This design comes from an exercise in tuning for small area on the open sky130 flow, not from production work.
Where RTL was checked, it was by simulation tests only, not by an equivalence proof against the original.

## fma_pipeline
module fma_pipeline #(
    parameter FP = 32,
    parameter FPexp = 8,
    parameter FPfrac = 23
    )(
    input   wire                    clk,
    input   wire                    rst_n,
    input   wire                    valid_in,
    input   wire    [FP - 1 : 0]    A_in,
    input   wire    [FP - 1 : 0]    B_in,
    input   wire    [FP - 1 : 0]    C_in,
    output  wire                    valid_out,
    output  wire    [FP - 1 : 0]    F_out
    );
Size in the first run: ~3400 cells after synthesis, ~220 flip-flops, about 130 I/O pins, ~27000 um^2 of cells after synthesis.
==> flow/config.mk <==
export PLATFORM = sky130hd
export DESIGN_NAME = fma_pipeline
export DESIGN_NICKNAME = fma_pipeline
export VERILOG_FILES = /design/flow/design.v
export SDC_FILE = /design/flow/constraint.sdc
export NUM_CORES = 4
export LEC_CHECK = 0
export CAP_MARGIN = 20
export CORE_MARGIN = 2
export CORE_UTILIZATION = 40
export CTS_CLUSTER_DIAMETER = 100
export CTS_CLUSTER_SIZE = 28
export SLEW_MARGIN = 20
export SYNTH_HIERARCHICAL = 1
==> flow/constraint.sdc <==
create_clock -name core_clock -period 10.5 [get_ports {clk}]
set_input_delay 2.1000 -clock core_clock [delete_from_list [all_inputs] [get_ports {clk}]]
set_output_delay 2.1000 -clock core_clock [all_outputs]
set_load 0.01 [all_outputs]
standard.sh (not shown) runs the stock make flow with config.mk's settings and CLKGATE_MAP_FILE= SYNTH_SCRIPT=/design/flow/synth_recipe.tcl, a recipe that flattens the netlist after the stock synthesis.
==> flow/flow/run.sh <==
#!/bin/bash
# Own layout flow: the standard flow, except that
#  - the final technology mapping in synthesis uses an area-oriented ABC script
#    (area.abc) with a delay target, and
#  - the port buffers that placement inserts are sky130_fd_sc_hd__buf_1.
# Everything else (synthesis passes, register names, floorplan, power grid,
# placement, CTS, routing) is the standard flow.
set -uo pipefail
HERE=$(pwd)
FLOWDIR=$HERE/flow
ABC_D=$(cat $FLOWDIR/abc_delay_ps)
sed -e "s/{D}/$ABC_D/g" $FLOWDIR/area.abc > $HERE/area_d.abc

# synthesis script: the standard flow's, with yosys' abc command wrapped to use our script
cat > $HERE/my_synth.tcl <<EOT
proc abc {args} {
  set out {}
  set i 0
  while {\$i < [llength \$args]} {
    set a [lindex \$args \$i]
    if {\$a eq "-script"} {
      incr i
      lappend out -script $HERE/area_d.abc
    } elseif {\$a eq "-D"} {
      incr i
      lappend out -D $ABC_D
    } else {
      lappend out \$a
    }
    incr i
  }
  if {[lsearch -exact \$out -D] < 0} { lappend out -D $ABC_D }
  yosys abc {*}\$out
}
source $HERE/synth_recipe.tcl
EOT

sed -e "s#SYNTH_SCRIPT=[^ ]*#SYNTH_SCRIPT=$HERE/my_synth.tcl#" standard.sh > $HERE/my_standard.sh
bash $HERE/my_standard.sh synth > $HERE/synth.log 2>&1 || { echo "synthesis failed"; tail -20 $HERE/synth.log; exit 1; }
export BUFFER_PORTS_ARGS="-buffer_cell sky130_fd_sc_hd__buf_1"
bash standard.sh > $HERE/layout.log 2>&1 || { echo "layout failed"; tail -20 $HERE/layout.log; exit 1; }
==> flow/flow/abc_delay_ps <==
6000
==> flow/flow/area.abc <==
strash
dch
map -D {D}
topo
buffer -c
upsize -c -D {D}
dnsize -c -D {D}
The starting point finished with timing, DRC and antenna clean.
Rerun with:
==> flow/flow/abc_delay_ps (replaced) <==
7000
==> flow/flow/area.abc (replaced) <==
strash
dch
map -D {D}
topo
upsize -c -D {D}
dnsize -c -D {D}
Settings changed: GPL_TIMING_DRIVEN set to 0.
What happened: Routed wire length came out higher by a few percent. Global-route usage came out higher by 0.18 points. Count of clock-buffer cells in the layout stays the same. Die area came out lower slightly. Final cell count came out lower slightly. Cell area came out higher slightly. Setup slack degrades by 220 ps. Area after synthesis came out lower slightly.

fma_pipeline again, from the RTL that the note above started with.
export LEC_CHECK = 0
export CAP_MARGIN = 20
export CORE_MARGIN = 2
export CORE_UTILIZATION = 40
export CTS_CLUSTER_DIAMETER = 100
export CTS_CLUSTER_SIZE = 28
export SLEW_MARGIN = 20
export SYNTH_HIERARCHICAL = 1
create_clock -name core_clock -period 10.5 [get_ports {clk}]
==> flow/flow/abc_delay_ps <==
7000
==> flow/flow/area.abc <==
strash
dc2
dch
map -D {D}
topo
buffer -c
upsize -c -D {D}
dnsize -c -D {D}
Scripts as last shown in full above: flow/flow/run.sh
The baseline finished but failed the layout checks on setup timing.
Change:
==> flow/flow/area.abc (replaced) <==
strash
dch
map -D {D}
topo
buffer -c
upsize -c -D {D}
dnsize -c -D {D}
CORE_UTILIZATION = 60   (was 40)
PLACE_DENSITY = 0.72   (was unset)
Effect:
- The changed run completed with no timing, DRC or antenna violations
- setup slack improves by 2.3 ns
- count of clock-buffer cells in the layout fell by 1
- area after synthesis came out higher by 1.7%
Change:
CORE_UTILIZATION = 40   (was 60)
GPL_TIMING_DRIVEN = 0   (was unset)
PLACE_DENSITY = unset   (was 0.72)
Outcome: Wire length rose by 11%; fmax fell by 2.0%; final cell count rose by 7.3%; sequential share of layout area fell by 0.22 points; via count fell by 2.4%; global-route usage fell by 10 points; worst setup slack gets worse by 0.20 ns; worst hold slack barely changes.
Change:
==> flow/flow/area.abc (replaced) <==
strash
dc2
balance
rewrite
refactor
balance
rewrite
rewrite -z
balance
refactor -z
rewrite -z
balance
dc2
dch
map -D {D}
topo
buffer -c
upsize -c -D {D}
dnsize -c -D {D}
GPL_TIMING_DRIVEN = unset   (was 0)
Outcome:
- This time the run finished but fails on setup timing
- first-iteration DRC count grows by roughly a tenth
- global-route usage shrinks by 1.8 points
- setup slack gets worse by 2.4 ns
- sequential cell count stays the same
- sequential share of layout area shrinks by 2.9 points
- routed wire length shrinks by a few percent
- synthesized area shrinks by a few percent
- fmax shrinks by about a fifth
Change:
==> flow/flow/area.abc (replaced) <==
strash
dch
map -D {D}
topo
buffer -c
upsize -c -D {D}
dnsize -c -D {D}
CTS_CLUSTER_DIAMETER = unset   (was 100)
CTS_CLUSTER_SIZE = unset   (was 28)
Result: This time the run finished clean; worst setup slack is better by 2.8 ns; design area goes down by 19%; core utilization goes down by 12 points; synthesized area went up by 2.5%.

build 68:
Another version of the RTL of fma_pipeline (not shown whole).
Size in the first run: about 3700 cells after synthesis, roughly 130 I/O pins, ~29000 um^2 of cells after synthesis.
clock: 10.5 ns
lec_check: 0
cap_margin: 20
core_margin: 2
core_utilization: 40
gpl_timing_driven: 0
slew_margin: 20
synth_hierarchical: 1
==> flow/flow/run.sh <==
#!/bin/bash
# Own layout flow: the standard flow, except that the final technology
# mapping in synthesis uses an area-oriented ABC script (area.abc) with a delay
# target. Everything else (synthesis passes, register names, floorplan, power
# grid, placement, CTS, routing) is the standard flow.
set -uo pipefail
HERE=$(pwd)
FLOWDIR=$HERE/flow
ABC_D=$(cat $FLOWDIR/abc_delay_ps)
sed -e "s/{D}/$ABC_D/g" $FLOWDIR/area.abc > $HERE/area_d.abc

# synthesis script: the standard flow's, with yosys' abc command wrapped to use our script
cat > $HERE/my_synth.tcl <<EOT
proc abc {args} {
  set out {}
  set i 0
  while {\$i < [llength \$args]} {
    set a [lindex \$args \$i]
    if {\$a eq "-script"} {
      incr i
      lappend out -script $HERE/area_d.abc
    } elseif {\$a eq "-D"} {
      incr i
      lappend out -D $ABC_D
    } else {
      lappend out \$a
    }
    incr i
  }
  if {[lsearch -exact \$out -D] < 0} { lappend out -D $ABC_D }
  yosys abc {*}\$out
}
source $HERE/synth_recipe.tcl
EOT

sed -e "s#SYNTH_SCRIPT=[^ ]*#SYNTH_SCRIPT=$HERE/my_synth.tcl#" standard.sh > $HERE/my_standard.sh
bash $HERE/my_standard.sh synth > $HERE/synth.log 2>&1 || { echo "synthesis failed"; tail -20 $HERE/synth.log; exit 1; }
bash standard.sh > $HERE/layout.log 2>&1 || { echo "layout failed"; tail -20 $HERE/layout.log; exit 1; }
==> flow/flow/area.abc <==
strash
dch
map -D {D}
topo
buffer -c
upsize -c -D {D}
dnsize -c -D {D}
Scripts as last shown in full above: flow/flow/abc_delay_ps
Build 68: no failed stages, no open violations at the end
Here is what was changed in the inputs of build 92 compared with build 68.
Settings: removing GPL_TIMING_DRIVEN (formerly 0).
diff --git a/flow/flow/run.sh b/flow/flow/run.sh
--- a/flow/flow/run.sh
+++ b/flow/flow/run.sh
@@ -9,3 +9,2 @@
 ABC_D=$(cat $FLOWDIR/abc_delay_ps)
-sed -e "s/{D}/$ABC_D/g" $FLOWDIR/area.abc > $HERE/area_d.abc
 
@@ -20,3 +19,3 @@
       incr i
-      lappend out -script $HERE/area_d.abc
+      lappend out -script $FLOWDIR/area.abc
     } elseif {\$a eq "-D"} {
==> flow/flow/abc_delay_ps <==
9000
Notes after the runs:
As the logs show, build 92 stopped at 1_2_yosys after a tool error, so it never reached the end of the flow.
What build 61 does differently from build 92 at the input level:
diff --git a/flow/flow/run.sh b/flow/flow/run.sh
--- a/flow/flow/run.sh
+++ b/flow/flow/run.sh
@@ -9,2 +9,3 @@
 ABC_D=$(cat $FLOWDIR/abc_delay_ps)
+sed -e "s/{D}/$ABC_D/g" $FLOWDIR/area.abc > $HERE/area_d.abc
 
@@ -19,3 +20,3 @@
       incr i
-      lappend out -script $FLOWDIR/area.abc
+      lappend out -script $HERE/area_d.abc
     } elseif {\$a eq "-D"} {
Status for build 61 and build 92: clean finish in build 61 only.
Function was not checked in any run of this note: the RTL went through the layout flow alone.

== run A ==
Another version of the RTL of fma_pipeline (not shown whole).
Size: ~3500 cells after synthesis, roughly 220 flip-flops, ~130 I/O pins, ~0.028 mm² of cells after synthesis.
==> flow/design.v (excerpt) <==
module fma_pipeline #(
    parameter FP = 32,
    parameter FPexp = 8,
    parameter FPfrac = 23
    )(
    input   wire                    clk,
    input   wire                    rst_n,
    input   wire                    valid_in,
    input   wire    [FP - 1 : 0]    A_in,
    input   wire    [FP - 1 : 0]    B_in,
    input   wire    [FP - 1 : 0]    C_in,
    output  wire                    valid_out,
    output  wire    [FP - 1 : 0]    F_out
    );
Settings: LEC_CHECK=0, CAP_MARGIN=20, CORE_MARGIN=2, CORE_UTILIZATION=60, PLACE_DENSITY=0.72, SLEW_MARGIN=20, SYNTH_HIERARCHICAL=1; clock period 10.5 ns.
==> flow/flow/run.sh <==
#!/bin/bash
# Own layout flow: the standard flow, except that the final technology
# mapping in synthesis uses an area-oriented ABC script (area.abc) with a delay
# target. Everything else (synthesis passes, register names, floorplan, power
# grid, placement, CTS, routing) is the standard flow.
set -uo pipefail
HERE=$(pwd)
FLOWDIR=$HERE/flow
ABC_D=$(cat $FLOWDIR/abc_delay_ps)
sed -e "s/{D}/$ABC_D/g" $FLOWDIR/area.abc > $HERE/area_d.abc

# synthesis script: the standard flow's, with yosys' abc command wrapped to use our script
cat > $HERE/my_synth.tcl <<EOT
proc abc {args} {
  set out {}
  set i 0
  while {\$i < [llength \$args]} {
    set a [lindex \$args \$i]
    if {\$a eq "-script"} {
      incr i
      lappend out -script $HERE/area_d.abc
    } elseif {\$a eq "-D"} {
      incr i
      lappend out -D $ABC_D
    } else {
      lappend out \$a
    }
    incr i
  }
  if {[lsearch -exact \$out -D] < 0} { lappend out -D $ABC_D }
  yosys abc {*}\$out
}
source $HERE/synth_recipe.tcl
EOT

sed -e "s#SYNTH_SCRIPT=[^ ]*#SYNTH_SCRIPT=$HERE/my_synth.tcl#" standard.sh > $HERE/my_standard.sh
bash $HERE/my_standard.sh synth > $HERE/synth.log 2>&1 || { echo "synthesis failed"; tail -20 $HERE/synth.log; exit 1; }
export BUFFER_PORTS_ARGS="-buffer_cell sky130_fd_sc_hd__buf_1"
bash standard.sh > $HERE/layout.log 2>&1 || { echo "layout failed"; tail -20 $HERE/layout.log; exit 1; }
==> flow/flow/abc_delay_ps <==
7000
Scripts as last shown in full above: flow/flow/area.abc
> inputs changed (run A -> run B)
Settings: removing PLACE_DENSITY (formerly 0.72); changing CORE_UTILIZATION from 60 to 40.
-- flow/flow/run.sh --
<<< run A, line 36
sed -e "s#SYNTH_SCRIPT=[^ ]*#SYNTH_SCRIPT=$HERE/my_synth.tcl#" standard.sh > $HERE/my_standard.sh
bash $HERE/my_standard.sh synth > $HERE/synth.log 2>&1 || { echo "synthesis failed"; tail -20 $HERE/synth.log; exit 1; }
export BUFFER_PORTS_ARGS="-buffer_cell sky130_fd_sc_hd__buf_1"
bash standard.sh > $HERE/layout.log 2>&1 || { echo "layout failed"; tail -20 $HERE/layout.log; exit 1; }
>>> run B, line 36
sed -e "s#SYNTH_SCRIPT=[^ ]*#SYNTH_SCRIPT=$HERE/my_synth.tcl#" standard.sh > $HERE/my_standard.sh
bash $HERE/my_standard.sh synth > $HERE/synth.log 2>&1 || { echo "synthesis failed"; tail -20 $HERE/synth.log; exit 1; }
bash standard.sh > $HERE/layout.log 2>&1 || { echo "layout failed"; tail -20 $HERE/layout.log; exit 1; }
Findings:
- Run B completed end to end with timing, DRC and antenna clean.
- Going from run A to run B, via count dropped 4.0%, wire length of the first global-routing pass climbed 510 µm, final area climbed about 5%, clock-buffer cell count climbed 2.
- Measured against each other, run B and run A differ in worst-margin pin slew, the lower figure coming from run B.
- Summary of run B over run A: biggest fanout along the worst timing path fell by 2, aggregate routed wire length rose by 0.57%, number of well taps rose by 47%.
- Compared run A against run B; clock insertion delay at the later pin of the skew report within noise.
Input-level comparison between run C and run B:
==> flow/flow/area.abc <==
strash
dch
map -a
topo
dnsize -c -D {D}
- Per the comparison of run C with run B, maximum frequency fell by about 0.6%, fraction of area in registers now sits lower, synthesized-area fraction occupied by xor and xnor cells went up, design area climbed 520 µm², endpoint required time on the critical path rose by 0.03 ns.

fma_pipeline with an RTL version that a note above also has.
Size: about 3,400 cells after synthesis, about 220 flip-flops, roughly 0.027 mm² of cells after synthesis.
## fma_pipeline
module fma_pipeline #(
    parameter FP = 32,
    parameter FPexp = 8,
    parameter FPfrac = 23
    )(
    input   wire                    clk,
    input   wire                    rst_n,
    input   wire                    valid_in,
    input   wire    [FP - 1 : 0]    A_in,
    input   wire    [FP - 1 : 0]    B_in,
    input   wire    [FP - 1 : 0]    C_in,
    output  wire                    valid_out,
    output  wire    [FP - 1 : 0]    F_out
    );
    wire [7:0]  eA = A_in[30:23];
    wire [7:0]  eB = B_in[30:23];
    wire [23:0] mA = {|eA, A_in[22:0]};
    wire [23:0] mB = {|eB, B_in[22:0]};
    wire bo_0 = mB[0] ^ 1'b0;
    wire bt_0 = mB[1] ? ~(mB[0] | 1'b0) : (mB[0] & 1'b0);
    wire bn_0 = mB[1];
    wire pp_0_0 = ~(((bo_0 & mA[0])) ^ bn_0);
    wire pp_0_1;
    fma_bpp u_bpp0_1 (.one(bo_0), .two(bt_0), .a(mA[1]), .a1(mA[0]), .neg(bn_0), .npp(pp_0_1));
    wire pp_0_2;
    fma_bpp u_bpp0_2 (.one(bo_0), .two(bt_0), .a(mA[2]), .a1(mA[1]), .neg(bn_0), .npp(pp_0_2));
    wire pp_0_3;
    fma_bpp u_bpp0_3 (.one(bo_0), .two(bt_0), .a(mA[3]), .a1(mA[2]), .neg(bn_0), .npp(pp_0_3));
    wire pp_0_4;
    fma_bpp u_bpp0_4 (.one(bo_0), .two(bt_0), .a(mA[4]), .a1(mA[3]), .neg(bn_0), .npp(pp_0_4));
    wire pp_0_5;
    fma_bpp u_bpp0_5 (.one(bo_0), .two(bt_0), .a(mA[5]), .a1(mA[4]), .neg(bn_0), .npp(pp_0_5));
    wire pp_0_6;
    fma_bpp u_bpp0_6 (.one(bo_0), .two(bt_0), .a(mA[6]), .a1(mA[5]), .neg(bn_0), .npp(pp_0_6));
    wire pp_0_7;
    fma_bpp u_bpp0_7 (.one(bo_0), .two(bt_0), .a(mA[7]), .a1(mA[6]), .neg(bn_0), .npp(pp_0_7));
    wire pp_0_8;
    fma_bpp u_bpp0_8 (.one(bo_0), .two(bt_0), .a(mA[8]), .a1(mA[7]), .neg(bn_0), .npp(pp_0_8));
    wire pp_0_9;
    fma_bpp u_bpp0_9 (.one(bo_0), .two(bt_0), .a(mA[9]), .a1(mA[8]), .neg(bn_0), .npp(pp_0_9));
    wire pp_0_10;
    fma_bpp u_bpp0_10 (.one(bo_0), .two(bt_0), .a(mA[10]), .a1(mA[9]), .neg(bn_0), .npp(pp_0_10));
    wire pp_0_11;
  ...
export LEC_CHECK = 0
export CAP_MARGIN = 20
export CORE_MARGIN = 2
export CORE_UTILIZATION = 40
export CTS_CLUSTER_DIAMETER = 100
export CTS_CLUSTER_SIZE = 28
export SLEW_MARGIN = 20
export SYNTH_HIERARCHICAL = 1
create_clock -name core_clock -period 10.5 [get_ports {clk}]
==> flow/flow/run.sh <==
#!/bin/bash
# Own layout flow: the standard flow, except that
#  - the final technology mapping in synthesis uses an area-oriented ABC script
#    (area.abc) with a delay target, and
#  - the port buffers that placement inserts are sky130_fd_sc_hd__buf_1.
# Everything else (synthesis passes, register names, floorplan, power grid,
# placement, CTS, routing) is the standard flow.
set -uo pipefail
HERE=$(pwd)
FLOWDIR=$HERE/flow
ABC_D=$(cat $FLOWDIR/abc_delay_ps)
sed -e "s/{D}/$ABC_D/g" $FLOWDIR/area.abc > $HERE/area_d.abc

# synthesis script: the standard flow's, with yosys' abc command wrapped to use our script
cat > $HERE/my_synth.tcl <<EOT
proc abc {args} {
  set out {}
  set i 0
  while {\$i < [llength \$args]} {
    set a [lindex \$args \$i]
    if {\$a eq "-script"} {
      incr i
      lappend out -script $HERE/area_d.abc
    } elseif {\$a eq "-D"} {
      incr i
      lappend out -D $ABC_D
    } else {
      lappend out \$a
    }
    incr i
  }
  if {[lsearch -exact \$out -D] < 0} { lappend out -D $ABC_D }
  yosys abc {*}\$out
}
source $HERE/synth_recipe.tcl
EOT

sed -e "s#SYNTH_SCRIPT=[^ ]*#SYNTH_SCRIPT=$HERE/my_synth.tcl#" standard.sh > $HERE/my_standard.sh
bash $HERE/my_standard.sh synth > $HERE/synth.log 2>&1 || { echo "synthesis failed"; tail -20 $HERE/synth.log; exit 1; }
export BUFFER_PORTS_ARGS="-buffer_cell sky130_fd_sc_hd__buf_1"
bash standard.sh > $HERE/layout.log 2>&1 || { echo "layout failed"; tail -20 $HERE/layout.log; exit 1; }
==> flow/flow/abc_delay_ps <==
5000
==> flow/flow/area.abc <==
strash
dch
map -D {D}
topo
buffer -c
upsize -c -D {D}
dnsize -c -D {D}
The first run ran to the end with no violations.
Next try:
==> flow/flow/abc_delay_ps (replaced) <==
7000
Effect: Design area is unchanged; routed wire length stays the same; setup slack stays the same; global-route usage does not change; register-to-register slack barely changes; via count does not change; synthesized area is unchanged.
Next try:
==> flow/flow/area.abc (replaced) <==
strash
&get -n
&dch -f
&nf -R 1000
&put
topo
buffer -c
upsize -c -D {D}
dnsize -c -D {D}
- CTS_CLUSTER_DIAMETER: 100 -> not set
- CTS_CLUSTER_SIZE: 28 -> not set
Result: Setup slack is worse by 0.073 ns; non-clock buffer count is higher by 50; critical path depth falls by 7; utilization grows by 1.3 points; register-to-register slack degrades by 0.03 ns; routed wire length falls slightly; via count decreases by a few percent.

## separate check: timing with driven ports
In the flow no input, the clock included, has a driving cell. The finished layouts below were timed again as built, in two steps.
Step 1: set_driving_cell puts a clkbuf_16 on clk and a buf_2 on each other input, an assumption about the parent block.
Step 2, shift: input delay + t, output delay - t, t = (earliest + latest rising clock arrival at the registers) / 2. This alone moves slack from input paths to output paths.
Three values: ideal, step 1, step 2; two values: the first two.
| run | t (ns) | setup WS [ns] | worst hold slack (ns) | pins driven straight from the clock port |
|---|---|---|---|---|
| the first run of note 1 | 0.539 | 0.824 / 0.849 / 0.310 | 0.319 / 0.319 / 0.319 | 1 |
| the second run of note 1 | 0.541 | 0.609 / 0.619 / 0.085 | 0.316 / 0.316 / 0.316 | 1 |
| the first run of note 2 | 0.534 | -1.681 / -1.681 / -1.681 | 0.333 / 0.333 / 0.333 | 1 |
| the second run of note 2 | 0.528 | 0.634 / 0.650 / 0.122 | 0.325 / 0.325 / 0.325 | 1 |
| the third run of note 2 | 0.539 | 0.434 / 0.460 / -0.079 | 0.323 / 0.323 / 0.323 | 1 |
| the fourth run of note 2 | 0.559 | -1.999 / -1.999 / -1.999 | 0.331 / 0.331 / 0.331 | 1 |
| the fifth run of note 2 | 0.569 | 0.829 / 0.852 / 0.283 | 0.319 / 0.319 / 0.319 | 1 |
| build 68 | 0.578 | 0.389 / 0.420 / -0.158 | 0.315 / 0.315 / 0.315 | 1 |
| build 61 | 0.571 | 0.615 / 0.641 / 0.070 | 0.314 / 0.314 / 0.314 | 1 |
| run A | 0.564 | 0.520 / 0.550 / -0.014 | 0.316 / 0.316 / 0.316 | 1 |
| run B | 0.579 | 0.819 / 0.849 / 0.270 | 0.323 / 0.323 / 0.323 | 1 |
| run C | 0.582 | 0.758 / 0.792 / 0.210 | 0.306 / 0.306 / 0.306 | 1 |
| the first run of note 5 | 0.539 | 0.824 / 0.849 / 0.310 | 0.319 / 0.319 / 0.319 | 1 |
| the second run of note 5 | 0.539 | 0.824 / 0.849 / 0.310 | 0.319 / 0.319 / 0.319 | 1 |
| the third run of note 5 | 0.581 | 0.752 / 0.773 / 0.192 | 0.306 / 0.306 / 0.306 | 1 |
Met with ideal ports but missed after step 2: setup timing in the third run of note 2, build 68 and run A. For the third run of note 5, which loses most, drivers alone change the setup slack by +0.021 ns; drivers and shift together by -0.560 ns.
